From an optimization exercise on the open Yosys and OpenROAD flow, aimed at small area and a short achievable clock period; shortcuts taken in it are not production practice.
RTL that was checked went through simulation tests only; none was proved equivalent to the original.

Setup of run 5:
Design core_pipeline, start of the top module:
module core_pipeline
    #(
      parameter ADDRESS_SIZE = 10,
      parameter DATA_SIZE = 32
     )
    (
    input wire i_clk,
    input wire i_rst_n,
    input wire i_sys_stop,
    input wire i_sys_start,
    input wire signed [DATA_SIZE - 1:0] i_data,
    input wire [15:0] i_instruction,
    output wire o_read,
    output wire o_write,
    output wire [ADDRESS_SIZE - 1:0] o_address,
    output wire signed [DATA_SIZE - 1:0] o_data,
    output wire [ADDRESS_SIZE - 1:0] o_program_counter
    );
Size: roughly 2,600 cells after synthesis, about 110 I/O pins.
clock: 7.0 ns
lec_check: 0
cap_margin: 20
core_margin: 2
core_utilization: 55
place_density: 0.65
setup_slack_margin: 3.6
slew_margin: 20
synth_hierarchical: 1
tns_end_percent: 0
buffer_ports_args: -buffer_cell sky130_fd_sc_hd__buf_4
standard.sh (not shown) runs the stock make flow with config.mk's settings and CLKGATE_MAP_FILE= SYNTH_SCRIPT=/design/flow/synth_recipe.tcl, a recipe that flattens the netlist after the stock synthesis.
==> flow/flow/run.sh <==
#!/bin/bash
# Layout flow: the standard flow (standard.sh, unchanged synthesis),
# with the port buffers made of buf_4 cells instead of the slow delay-cell
# buffers the resizer otherwise picks (and cannot resize away).
set -euo pipefail
echo 'export BUFFER_PORTS_ARGS = -buffer_cell sky130_fd_sc_hd__buf_4' >> config.mk
bash standard.sh > standard_flow.log 2>&1
Run 5: flow completed, timing, DRC and antenna clean
#### Input delta (run 4 over run 5)
-- flow/design.v --
<<< run 5, line 1
`timescale 1ns / 1ps
module rf_read_port
    #(parameter DATA_SIZE = 32)
    (
    input wire [8 * DATA_SIZE - 1:0] i_rf,
>>> run 4, line 1
`timescale 1ns / 1ps
module rf_read_port
    #(parameter DATA_SIZE = 32, parameter GATED = 32)
    (
    input wire [8 * DATA_SIZE - 1:0] i_rf,
<<< run 5, line 9
    input wire i_fwd_ld,
    input wire [DATA_SIZE - 1:0] i_data,
    output reg [DATA_SIZE - 1:0] o_value
    );
    integer k;
>>> run 4, line 9
    input wire i_fwd_ld,
    input wire [DATA_SIZE - 1:0] i_data,
    input wire i_en,
    output reg [DATA_SIZE - 1:0] o_value,
    output wire [GATED - 1:0] o_gated
    );
    integer k;
<<< run 5, line 18
            o_value = o_value | ({DATA_SIZE{i_sel[k]}} & i_rf[k * DATA_SIZE +: DATA_SIZE]);
    end
endmodule
module add_unit
>>> run 4, line 20
            o_value = o_value | ({DATA_SIZE{i_sel[k]}} & i_rf[k * DATA_SIZE +: DATA_SIZE]);
    end
    assign o_gated = {GATED{i_en}} & o_value[GATED - 1:0];
endmodule
module zero_detect
    #(parameter DATA_SIZE = 32)
    (
    input wire [DATA_SIZE - 1:0] i_x,
    output wire o_zero
    );
    assign o_zero = ~|i_x;
endmodule
module add_unit
<<< run 5, line 350
                                          r_rf[3], r_rf[2], r_rf[1], r_rf[0]};
    wire [DATA_SIZE - 1:0] op_p, op_q;
    rf_read_port #(.DATA_SIZE(DATA_SIZE)) READ_P (
        .i_rf(rf_flat), .i_sel(r_sel_p), .i_fwd_res(r_fwd_p_res), .i_wr_result(r_wr_result),
        .i_fwd_ld(r_fwd_p_ld), .i_data(i_data), .o_value(op_p));
    rf_read_port #(.DATA_SIZE(DATA_SIZE)) READ_Q (
        .i_rf(rf_flat), .i_sel(r_sel_q), .i_fwd_res(r_fwd_q_res), .i_wr_result(r_wr_result),
        .i_fwd_ld(r_fwd_q_ld), .i_data(i_data), .o_value(op_q));
    wire [DATA_SIZE - 1:0] w_wr_value = r_wr_load ? i_data : r_wr_result;
    wire sub = ~ir[13] & ir[12];
>>> run 4, line 361
                                          r_rf[3], r_rf[2], r_rf[1], r_rf[0]};
    wire [DATA_SIZE - 1:0] op_p, op_q;
    wire [DATA_SIZE - 1:0] w_data_out;
    wire [ADDRESS_SIZE - 1:0] w_address_out;
    rf_read_port #(.DATA_SIZE(DATA_SIZE), .GATED(DATA_SIZE)) READ_P (
        .i_rf(rf_flat), .i_sel(r_sel_p), .i_fwd_res(r_fwd_p_res), .i_wr_result(r_wr_result),
        .i_fwd_ld(r_fwd_p_ld), .i_data(i_data), .i_en(i_store), .o_value(op_p), .o_gated(w_data_out));
    rf_read_port #(.DATA_SIZE(DATA_SIZE), .GATED(ADDRESS_SIZE)) READ_Q (
        .i_rf(rf_flat), .i_sel(r_sel_q), .i_fwd_res(r_fwd_q_res), .i_wr_result(r_wr_result),
        .i_fwd_ld(r_fwd_q_ld), .i_data(i_data), .i_en(i_load | i_store), .o_value(op_q), .o_gated(w_address_out));
    wire [DATA_SIZE - 1:0] w_wr_value = r_wr_load ? i_data : r_wr_result;
    wire sub = ~ir[13] & ir[12];
<<< run 5, line 390
    assign o_read = i_load;
    assign o_write = i_store;
    assign o_address = (i_load | i_store) ? op_q[ADDRESS_SIZE - 1:0] : {ADDRESS_SIZE{1'b0}};
    assign o_data = i_store ? op_p : {DATA_SIZE{1'b0}};
    reg cond;
    always @(*)
>>> run 4, line 403
    assign o_read = i_load;
    assign o_write = i_store;
    assign o_address = w_address_out;   
    assign o_data = w_data_out;         
    wire q_zero;
    zero_detect #(.DATA_SIZE(DATA_SIZE)) Q_ZERO (.i_x(op_q), .o_zero(q_zero));
    reg cond;
    always @(*)
<<< run 5, line 398
            3'd0: cond = op_q[DATA_SIZE - 1];
            3'd1: cond = ~op_q[DATA_SIZE - 1];
            3'd2: cond = op_q == 0;
            3'd3: cond = op_q != 0;
            default: cond = 1'b0;
        endcase
>>> run 4, line 413
            3'd0: cond = op_q[DATA_SIZE - 1];
            3'd1: cond = ~op_q[DATA_SIZE - 1];
            3'd2: cond = q_zero;
            3'd3: cond = ~q_zero;
            default: cond = 1'b0;
        endcase
[summary]
Run comparison: run 4 uppermost metal layer occupied by signal nets met5; run 5 uppermost metal layer occupied by signal nets met4. | first-pass GRT wire length | run 4 vs run 5 | about 1.5% higher |. Compared with run 5, run 4 shows total wire length that has gone up slightly. NOTE: die span in y in run 4 exceeds that of run 5. Largest voltage drop on the vdd net: run 4 > run 5. Higher hold slack was reported by run 4, not run 5.
The RTL of run 4 was laid out without a check of its function.

==> what the ideal ports hide <==
No port has a modelled driver above. Below, the same layouts with a new extraction and two added sets of constraints. Step 1 (the two cells are an assumption about what drives the block):
set clk [get_ports {i_clk}]
set_driving_cell -lib_cell sky130_fd_sc_hd__clkbuf_16 $clk
set_driving_cell -lib_cell sky130_fd_sc_hd__buf_2 [delete_from_list [all_inputs] $clk]
Step 2 adds t to the input delays and takes it off the output delays; t is the mean of the earliest and latest rising clock arrival at the registers after step 1. Input paths then give back, and output paths get back, about the clock's delay inside the block. Three values: ideal ports, drivers, drivers and shift; two values: the first two.
run	t, ns	setup slack, ns	hold slack, ns
run 5	0.634	3.106 / 3.023 / 2.561	0.440 / 0.440 / 0.440
run 4	0.634	2.877 / 2.890 / 2.256	0.489 / 0.489 / 0.489
After both steps setup and hold are still met in every run listed. The setup slack of run 4, which loses most, moves by +0.013 ns with the drivers and by -0.621 ns with both steps.
